Source: an optimization exercise on an open RTL-to-GDS flow (aim: small area, a short achievable clock period and few clock cycles). Production flows keep margins and buffers that such runs may drop. Only simulation tests tie the RTL to the original design; equivalence was not proved.

## flow/design.v

```verilog
module period_summer (
    input wire clk,
    input wire rst,
    input wire start,
    input wire [63:0] limit_lower,
    input wire [63:0] limit_upper,
    input wire [71:0] parsed_lower_bcd,
    input wire [71:0] parsed_upper_bcd,
    input wire [4:0] D,
    input wire [4:0] L,
    output reg done,
    output reg [63:0] sum
);
    parameter S_IDLE = 0;
    parameter S_CALC_M = 1;
    parameter S_CALC_MIN = 2;
    parameter S_CALC_MAX = 3;
    parameter S_CALC_SUM = 4;
    reg [2:0] state;
    reg [63:0] M;
    reg [63:0] s_min;
    reg [63:0] s_max;
    reg [63:0] count;
    reg [63:0] sum_ab;
    reg [63:0] temp_M;
    reg [63:0] seed;
    integer k;
    function [63:0] extract_seed;  
        input [71:0] bcd;
        input [4:0] D_in;
        input [4:0] L_in;
        integer i;
        begin
            extract_seed = 0;
            for (i = 0; i < 9; i = i+1) begin
                if (i < L_in) begin
                    extract_seed = extract_seed * 10 + bcd[(D_in - 1 - i)*4 +: 4];
                end
            end
        end
    endfunction
    function [63:0] pow10;  
        input [5:0] p;
        begin
            case (p)
                0: pow10 = 64'd1;
                1: pow10 = 64'd10;
                2: pow10 = 64'd100;
                3: pow10 = 64'd1000;
                4: pow10 = 64'd10000;
                5: pow10 = 64'd100000;
                6: pow10 = 64'd1000000;
                7: pow10 = 64'd10000000;
                8: pow10 = 64'd100000000;
                9: pow10 = 64'd1000000000;
                10: pow10 = 64'd10000000000;
                11: pow10 = 64'd100000000000;
                12: pow10 = 64'd1000000000000;
                13: pow10 = 64'd10000000000000;
                14: pow10 = 64'd100000000000000;
                15: pow10 = 64'd1000000000000000;
                16: pow10 = 64'd10000000000000000;
                17: pow10 = 64'd100000000000000000;
                18: pow10 = 64'd1000000000000000000;
                default: pow10 = 0;
            endcase
        end
    endfunction
    always @(posedge clk) begin
        if (rst) begin
            state <= S_IDLE;
            done <= 0;
        end 
        else begin
            case (state)
                S_IDLE: begin
                    done <= 0;
                    if (start) begin
                        M <= 0;
                        state <= S_CALC_M;
                    end
                end
                S_CALC_M: begin
                    temp_M = 0;
                    for (k = 0; k < 18; k = k + 1) begin
                        if ((k+1)*L <= D) begin
                            temp_M = temp_M + pow10(k*L);
                        end
                    end
                    M <= temp_M;
                    state <= S_CALC_MIN;
                end
                S_CALC_MIN: begin
                    if (limit_lower == 0) begin
                        s_min <= pow10(L-1);
                    end else begin
                        seed = extract_seed(parsed_lower_bcd, D, L);
                        if (seed < pow10(L-1)) begin
                            seed = pow10(L-1);
                        end
                        if (seed * M < limit_lower) begin
                            s_min <= seed+1;
                        end else begin
                            s_min <= seed;
                        end
                    end
                    state <= S_CALC_MAX;
                end
                S_CALC_MAX: begin
                    if (limit_upper > 64'hF000000000000000) begin
                        s_max <= pow10(L)-1;
                    end else begin
                        seed = extract_seed(parsed_upper_bcd, D, L);
                        if (seed * M > limit_upper) begin
                            s_max <= seed-1;
                        end else begin
                            s_max <= seed;
                        end
                    end
                    state <= S_CALC_SUM;
                end
                S_CALC_SUM: begin
                    if (s_max < s_min) begin
                        sum <= 0;
                    end else begin
                        count = s_max - s_min + 1;
                        sum_ab = s_max + s_min;
                        if (count[0] == 0) begin
                            count = count >> 1;
                        end else begin
                            sum_ab = sum_ab >> 1;
                        end
                        sum <= M * sum_ab * count;
                    end
                    state <= S_IDLE;
                    done <= 1;
                end
            endcase
        end
    end
endmodule
module range_summer (
    input wire clk,
    input wire rst,
    input wire start,
    input wire [4:0] D,
    input wire [63:0] range_start,
    input wire [63:0] range_end,
    input wire [71:0] parsed_lower_bcd,
    input wire [71:0] parsed_upper_bcd,
    output reg [63:0] sum_out,
    output reg [63:0] part1_sum_out,
    output reg done
);
    reg [3:0] state;
    localparam S_IDLE = 0;
    localparam S_PROCESS_PERIODS = 1;
    localparam S_WAIT_SUMMER_START = 2;
    localparam S_WAIT_RESULT = 3;
    reg [4:0] period_L;
    reg [1:0] period_idx;
    reg [4:0] p1, p2, p3;
    reg [1:0] op1, op2, op3;  
    reg [63:0] term_sum;
    wire [63:0] period_result;
    reg [4:0] next_L;
    reg [1:0] next_op;
    reg [1:0] cur_op;
    reg period_go;
    wire period_done;
    period_summer u_summer_0 (
        .clk(clk),
        .rst(rst),
        .start(period_go),
        .limit_lower(range_start),
        .limit_upper(range_end),
        .parsed_lower_bcd(parsed_lower_bcd),
        .parsed_upper_bcd(parsed_upper_bcd),
        .D(D),
        .L(period_L),
        .done(period_done),
        .sum(period_result)
    );
    always @(posedge clk) begin
        if (rst) begin
            state <= S_IDLE;
            done <= 0;
            period_go <= 0;
            part1_sum_out <= 0;
            sum_out <= 0;
        end else begin
            case (state)
                S_IDLE: begin
                    done <= 0;
                    if (start) begin
                        part1_sum_out <= 0;
                        sum_out <= 0;
                        p1 = 0;
                        p2 = 0;
                        p3 = 0;
                        op1 = 2;
                        op2 = 2;
                        op3 = 2;
                        case (D)
                            4: begin
                                p1 = 2;
                                p2 = 1;
                                op1 = 0;
                                op2 = 2;
                            end
                            6: begin
                                p1 = 3;
                                p2 = 2;
                                p3 = 1;
                                op1 = 0;
                                op2 = 0;
                                op3 = 1;
                            end
                            8: begin
                                p1 = 4;
                                p2 = 0;
                                op1 = 0;
                                op2 = 2;
                            end
                            9: begin
                                p1 = 3;
                                p2 = 0;
                                op1 = 0;
                                op2 = 2;
                            end
                            10: begin
                                p1 = 5;
                                p2 = 2;
                                p3 = 1;
                                op1 = 0;
                                op2 = 0;
                                op3 = 1;
                            end
                            12: begin
                                p1 = 6;
                                p2 = 4;
                                p3 = 2;
                                op1 = 0;
                                op2 = 0;
                                op3 = 1;
                            end
                            14: begin
                                p1 = 7;
                                p2 = 2;
                                p3 = 1;
                                op1 = 0;
                                op2 = 0;
                                op3 = 1;
                            end
                            15: begin
                                p1 = 5;
                                p2 = 3;
                                p3 = 1;
                                op1 = 0;
                                op2 = 0;
                                op3 = 1;
                            end
                            16: begin
                                p1 = 8;
                                p2 = 0;
                                op1 = 0;
                                op2 = 2;
                            end
                            18: begin
                                p1 = 9;
                                p2 = 6;
                                p3 = 3;
                                op1 = 0;
                                op2 = 0;
                                op3 = 1;
                            end
                            default: begin
                                if (D > 1) begin
                                    p1 = 1;
                                    p2 = 0;
                                    op1 = 0;
                                    op2 = 2;
                                end else begin
                                    p1 = 0;
                                    op1 = 2;
                                end
                            end
                        endcase
                        period_idx <= 0;
                        state <= S_PROCESS_PERIODS;
                    end
                end
                S_PROCESS_PERIODS: begin
                    if (period_idx == 0) begin
                        next_L = p1;
                        next_op = op1;
                    end else if (period_idx == 1) begin
                        next_L = p2;
                        next_op = op2;
                    end else if (period_idx == 2) begin
                        next_L = p3;
                        next_op = op3;
                    end else begin
                        next_L = 0;
                        next_op = 2;
                    end
                    if (next_op == 2 || next_L == 0) begin
                        done <= 1;
                        state <= S_IDLE;
                    end 
                    else begin
                        period_L <= next_L;
                        period_go <= 1;
                        state <= S_WAIT_SUMMER_START;
                    end
                end
                S_WAIT_SUMMER_START: begin
                    period_go <= 0;
                    if (!period_done) begin
                        state <= S_WAIT_RESULT;
                    end
                end
                S_WAIT_RESULT: begin
                    if (period_done) begin
                        if (period_idx == 0) begin
                            cur_op = op1;
                        end else if (period_idx == 1) begin
                            cur_op = op2;
                        end else begin
                            cur_op = op3;
                        end
                        if (period_idx == 0 && D[0] == 0) begin
                            part1_sum_out <= period_result;
                        end
                        if (cur_op == 0) begin
                            sum_out <= sum_out + period_result;
                        end else begin
                            sum_out <= sum_out - period_result;
                        end
                        period_idx <= period_idx + 2'd1;
                        state <= S_PROCESS_PERIODS;
                    end
                end
            endcase
        end
    end
endmodule
module day02_core # (
    parameter N_ADDR_BITS = 16
) (
    input wire clk,
    input wire rst,
    input wire [7:0] rom_data,
    input wire rom_valid,
    output reg [N_ADDR_BITS:0] rom_addr,
    output reg [63:0] part1_result,
    output reg [63:0] part2_result,
    output reg done
);
    reg [2:0] state;
    localparam S_WAIT_ROM = 0;
    localparam S_PARSE_LOWER = 1;
    localparam S_PARSE_UPPER = 2;
    localparam S_SETUP_CALC = 3;
    localparam S_CALC_LOOP = 4;
    localparam S_WAIT_SUMMERS = 5;
    localparam S_DONE = 6;
    wire [3:0] digit_val;
    assign digit_val = rom_data - "0";
    wire is_digit;
    assign is_digit = (rom_data >= "0" && rom_data <= "9");
    reg [2:0] next_state_after_wait;  
    reg [63:0] parsed_lower_bin, parsed_upper_bin;
    reg [71:0] parsed_lower_bcd, parsed_upper_bcd;
    reg [5:0] lower_digits, upper_digits; 
    reg [63:0] current_range_start, current_range_end;
    reg [5:0] current_D;
    reg calc_start;  
    wire done_summer;
    wire [63:0] chunk_sum_part1, chunk_sum_part2;
    reg [4:0] calc_D;
    reg [63:0] calc_range_start, calc_range_end;
    reg [71:0] calc_lower_bcd, calc_upper_bcd;
    range_summer u_range_summer_0 (
        .clk(clk),
        .rst(rst),
        .start(calc_start),
        .D(calc_D),
        .range_start(calc_range_start),
        .range_end(calc_range_end),
        .parsed_lower_bcd(calc_lower_bcd),
        .parsed_upper_bcd(calc_upper_bcd),
        .done(done_summer),
        .part1_sum_out(chunk_sum_part1),
        .sum_out(chunk_sum_part2)
    );
    function [63:0] pow10;  
        input [5:0] p;
        begin
            case (p)
                0: pow10 = 64'd1;
                1: pow10 = 64'd10;
                2: pow10 = 64'd100;
                3: pow10 = 64'd1000;
                4: pow10 = 64'd10000;
                5: pow10 = 64'd100000;
                6: pow10 = 64'd1000000;
                7: pow10 = 64'd10000000;
                8: pow10 = 64'd100000000;
                9: pow10 = 64'd1000000000;
                10: pow10 = 64'd10000000000;
                11: pow10 = 64'd100000000000;
                12: pow10 = 64'd1000000000000;
                13: pow10 = 64'd10000000000000;
                14: pow10 = 64'd100000000000000;
                15: pow10 = 64'd1000000000000000;
                16: pow10 = 64'd10000000000000000;
                17: pow10 = 64'd100000000000000000;
                18: pow10 = 64'd1000000000000000000;
                default: pow10 = 0;
            endcase
        end
    endfunction
    reg done_r;
    always @(posedge clk) begin
        if (rst) begin
            state <= S_WAIT_ROM;
            next_state_after_wait <= S_PARSE_LOWER;
            rom_addr <= 0;
            part1_result <= 0;
            part2_result <= 0;
            parsed_lower_bin <= 0;
            parsed_lower_bcd <= 0;
            parsed_upper_bin <= 0;
            parsed_upper_bcd <= 0;
            lower_digits <= 0;
            upper_digits <= 0;
            done <= 0;
            calc_start <= 0;
            done_r <= 0;
        end else begin
            case (state)
                S_WAIT_ROM: begin
                    state <= next_state_after_wait;
                end
                S_PARSE_LOWER: begin
                    if (is_digit) begin
                        if (parsed_lower_bin == 0 && digit_val == 0 && lower_digits == 0) begin
                        end else begin
                            parsed_lower_bin <= (parsed_lower_bin<<3) + (parsed_lower_bin<<1) + digit_val;
                            parsed_lower_bcd <= {parsed_lower_bcd[67:0], digit_val};
                            lower_digits <= lower_digits + 6'd1;
                        end
                        next_state_after_wait <= S_PARSE_LOWER;
                    end else if (rom_data == "-") begin
                        parsed_upper_bcd <= 0;
                        parsed_upper_bin <= 0;
                        upper_digits <= 0;
                        next_state_after_wait <= S_PARSE_UPPER;
                    end
                    state <= S_WAIT_ROM;
                    rom_addr <= rom_addr + 1'b1;
                end
                S_PARSE_UPPER: begin
                    if (is_digit) begin
                        parsed_upper_bin <= (parsed_upper_bin<<3) + (parsed_upper_bin<<1) + digit_val;
                        parsed_upper_bcd <= {parsed_upper_bcd[67:0], digit_val};
                        upper_digits <= upper_digits + 6'd1;
                        rom_addr <= rom_addr + 1'b1;
                        state <= S_WAIT_ROM;
                        next_state_after_wait <= S_PARSE_UPPER;
                    end else begin
                        state <= S_SETUP_CALC;
                        current_range_start <= parsed_lower_bin;
                        current_range_end <= parsed_upper_bin;
                        current_D <= lower_digits;
                        if (rom_data == ",") begin
                            rom_addr <= rom_addr + 1'b1;
                            next_state_after_wait <= S_PARSE_LOWER;
                        end 
                        else begin
                            next_state_after_wait <= S_DONE;
                        end
                    end
                end
                S_SETUP_CALC: begin
                    if (current_range_start > current_range_end) begin
                        parsed_lower_bin <= 0; 
                        parsed_lower_bcd <= 0; 
                        parsed_upper_bin <= 0; 
                        parsed_upper_bcd <= 0; 
                        lower_digits <= 0;
                        upper_digits <= 0;
                        if (next_state_after_wait == S_DONE) begin
                            state <= S_DONE;
                        end else begin
                            state <= S_WAIT_ROM;
                        end
                    end else begin
                        calc_D <= current_D;
                        calc_range_start <= current_range_start;
                        if (upper_digits > current_D) begin
                            calc_range_end <= 64'hFFFFFFFFFFFFFFFF;
                        end else begin
                            calc_range_end <= current_range_end;
                        end
                        if (current_D > lower_digits) begin
                            calc_lower_bcd <= 0;
                        end else begin
                            calc_lower_bcd <= parsed_lower_bcd;
                        end
                        calc_upper_bcd <= parsed_upper_bcd;
                        calc_start <= 1;
                        done_r <= 0;
                        state <= S_WAIT_SUMMERS;
                    end
                end
                S_CALC_LOOP: begin
                    current_D <= current_D + 6'd1;
                    state <= S_SETUP_CALC;
                    if (current_D < 19) begin
                        current_range_start <= pow10(current_D);
                    end else begin
                        current_range_start <= 64'hFFFFFFFFFFFFFFFF;  
                    end
                end
                S_WAIT_SUMMERS: begin
                    calc_start <= 0;
                    if (done_summer) begin
                        part1_result <= part1_result + chunk_sum_part1;
                        part2_result <= part2_result + chunk_sum_part2;
                        state <= S_CALC_LOOP;
                    end
                end
                S_DONE: begin
                    done <= 1;
                end
            endcase
        end
    end
endmodule
```

## flow/run.sh

```bash
#!/bin/bash
# synth_recipe.tcl (not shown) runs the flow's synth.tcl, then flattens the netlist and writes it again
# the make line also repeats each setting of config.mk as NAME=value (left out here)
make -C /OpenROAD-flow-scripts/flow DESIGN_CONFIG=/design/flow/config.mk WORK_HOME=/design/flow/orfs CLKGATE_MAP_FILE= SYNTH_SCRIPT=/design/flow/synth_recipe.tcl finish
```

## flow/config.mk

```make
export PLATFORM = sky130hd
export DESIGN_NAME = day02_core
export DESIGN_NICKNAME = day02_core
export VERILOG_FILES = /design/flow/design.v
export SDC_FILE = /design/flow/constraint.sdc
export NUM_CORES = 8
export LEC_CHECK = 0
export CAP_MARGIN = 20
export CORE_MARGIN = 2
export CORE_UTILIZATION = 40
export SLEW_MARGIN = 20
```

## flow/constraint.sdc

```tcl
create_clock -name core_clock -period 60.0 [get_ports {clk}]
set_input_delay 12.0000 -clock core_clock [delete_from_list [all_inputs] [get_ports {clk}]]
set_output_delay 12.0000 -clock core_clock [all_outputs]
set_load 0.01 [all_outputs]
```

==> impl_metrics.ini <==
[setup_path]
ff2ff_path_depth = 149
crit_slowest_cell = nor3b_1
worstPathArrival_ps = 43010
critical_path.top_delay_family = adder cells
reg2reg_to = u_range_summer_0.u_summer_0.s_max[49]
worstSetupEndpointType = register
path_depth = 149
r2r-start = calc_D[1]
crit_fanout = 30
endpoint = u_range_summer_0.u_summer_0.s_max[49]
worstSetupPathType = reg2reg
crit_top_cell = xnor2_1
critPathBufInv = 11
worstSetupStartpointType = register
max_stage_delay_ps = 980
ff2ff_setup_slack_ps = 17830
startpoint = calc_D[1]
required_ps = 60840

[layout]
nNetsFinal = 60590
area_growth_pct = 6.298
regArea_mm2 = 0.03464
layout-drive-gt1-share_pct = 4.557
fin_area_mm2 = 0.4492
multi_input_area_mm2 = 0.3495
fillers = 105800

[floorplanning]
num_rows = 377
die_area_mm2 = 1.065
core_mm2 = 1.053
dieWidth_um = 1032
initial_core_util_pct = 40.12
die_h_um = 1032
ioPinCount = 157

[detailed_routing]
drtIter0Drc = 32990
route.final.wire_length_um = 1560000
drc = 0
vias_per_cell = 5.564
firstDrtPassIters = 6
wl_per_cell_um = 24.42
ant_nets = 0
vias = 355400

[clocking]
cts_resized = 0
postCtsSetupBuffers = 0
holdBufCountCts = 0
path_clk_slew_ps = 60
clkSinkCount = 1393
cts_root_buf = clkbuf_16
insertion_delay_ps = 1000
cts_max_level = 4
clock_path_buffers = 4
cts-buffers-inserted = 172
cts_tree = done

[yosys]
ys_types = 136
synth_edf_count = 675
syn_area_mm2 = 0.4226
synthCells = 50770
yosys_warnings = 3
avgSynthCellArea_um2 = 8.324
ys.flop_type = dfxtp_1
ys_ff_latch = 1393
yosysSeqAreaShare_pct = 8.198
ys_async_sr_fraction_pct = 0

[grt]
overflow = 0
grt_pass1_vias = 353600
grt_first_pass_wirelength_um = 2327000
track_usage_pct = 29.01
grt_start_max_net_pins = 148
antenna_found_initial = 134

[placement]
gp_congestion = 1.033
hpwlAfterDp_um = 1265000
io_buffer_count = 155
placed_cell_area_mm2 = 0.4428

[sta]
period_minus_slack_ps = 42170
relSlewSlack_pct = 11.09
fmax_mhz = 23.71
drv_slew = 0
rsz0062_at_grt = no
period_share_pct = 70.29
hold_viol_final = 0
setup_violations = 0
fin_tns_setup_ps = 0
skew_ps = 117.3
worst_slew_pin_slew_ps = 1334

[outcome]
status = complete, no violations

[worst_hold_path]
hold_depth = 2
worstHoldPathType = reg2reg
holdCritStartpoint = parsed_lower_bcd[25]

[job]
cap_violations = 0
[cell usage after synthesis, drive strengths merged (135+ instances only)]
cell type,count,area [µm²]
a211oi,241,1842
a21boi,203,1524
a21o,567,4257
a21oi,2465,12340
a22oi,207,1554
a31oi,266,1710
and2,3430,21460
and3,354,2215
buf,252,988.4
clkbuf,2311,8676
dfxtp,718,14370
edfxtp,675,20270
fa,7192,144000
ha,3783,47330
inv,8407,31560
mux2,223,2511
mux2i,256,2562
nand2,7024,26370
nand2b,363,2278
nand3,733,3674
nand4,191,1195
nor2,3070,11520
nor2b,432,2705
nor3,623,3154
nor4,161,1064
o21a,225,1689
o21ai,1588,7963
o21bai,199,1494
o31ai,135,1066
or2,156,975.9
or3,237,1483
xnor2,1749,15350
xor2,790,6919
[cells by family after synthesis]
| kind of cell | Yosys count | share of synthesized area [%] |
|---|---|---|
| other | 2 | 0.001777 |
| DFF | 1393 | 8.198 |
| muxes | 526 | 1.451 |
| adders and majority gates | 10980 | 45.28 |
| xor gates and xnor gates | 2567 | 5.419 |
| buffers and inverters | 10980 | 9.765 |
| AOI/OAI and AO/OA | 7240 | 10.81 |
| and+or+nand+nor | 17080 | 19.08 |
[worst min-delay path by stage]
stage / endpoint / slack, ps
floorplan: calc_upper_bcd[68] / 410
global placement: calc_upper_bcd[71] / 420
detailed placement: calc_upper_bcd[69] / 420
CTS: parsed_lower_bcd[29] / 400
global route: parsed_lower_bcd[29] / 420
finish: parsed_lower_bcd[29] / 410
[worst register-to-register path, delay by kind of cell (launching register included)]
kind	cells	cell delay (ps)
buffers and inverters	11	2550
DFF	1	530
and+or+nand+nor	37	10450
adders and majority gates	30	11090
AOI/OAI and AO/OA	33	9180
xor gates and xnor gates	38	8220
[layout make-up]
cell class	instances	area share (%)
tap	14020	3.906
clock inverter	107	0.3262
antenna	99	0.05515
multi-input combinational	38430	77.80
clock buffer	211	1.025
sequential	1393	7.712
inverter	8419	7.036
timing repair buffer	1188	2.142
[stage by stage]
step	util (%)	std cells	hold slack [ps]	worst slack, ps
3_5_place_dp	42.04	63450	417.8	18510
5_1_grt	42.63	63780	424.3	15400
4_1_cts	42.62	63770	404.4	18330
3_3_place_gp	42.04	63440	416.0	18710
2_1_floorplan	-	50800	408.1	20770
6_report	42.65	63870	414.8	17830
[metal layers]
metal	GRT usage, %	part of all wire (%)	vias to the layer above
li1	-	-	158200
met1	37.56	40	177600
met2	44.54	43	15860
met3	7.415	10	3647
met4	15.63	6.7	74
met5	0	0.037	-
[layout by cell type, fill, tap and decap left out, types with 718 or more instances in the layout]
master and n:
xor2_1 767, buf_4 1005, ha_1 3771, fa_1 7190, and2_1 3420, xnor2_1 1692
inv_1 8399, a21oi_1 2430, o21ai_0 1474, dfxtp_1 718, nand2_1 7015, nor2_1 3040
nand3_1 729
Testbench counts, summed over its fixed seeds: cycles 150,387.

## port drivers added, routing unchanged
No port has a modelled driver above. Below, the same layout with a new extraction and two added sets of constraints.
Step 1 assumes that a clkbuf_16 drives the clock port and a buf_2 every other input.
Step 2, shift: input delay + t, output delay - t, t = (earliest + latest rising clock arrival at the registers) / 2. This alone moves slack from input paths to output paths.
Slacks: ideal / step 1 / step 2; pairs: ideal / step 1.
shift t [ns]: 1.095
setup WS [ns]: 17.829 / 17.829 / 17.829
pins driven straight from the clock port: 1
After both steps setup and hold are still met in this run. For this run, drivers alone change the setup slack by 0.000 ns; drivers and shift together by 0.000 ns.
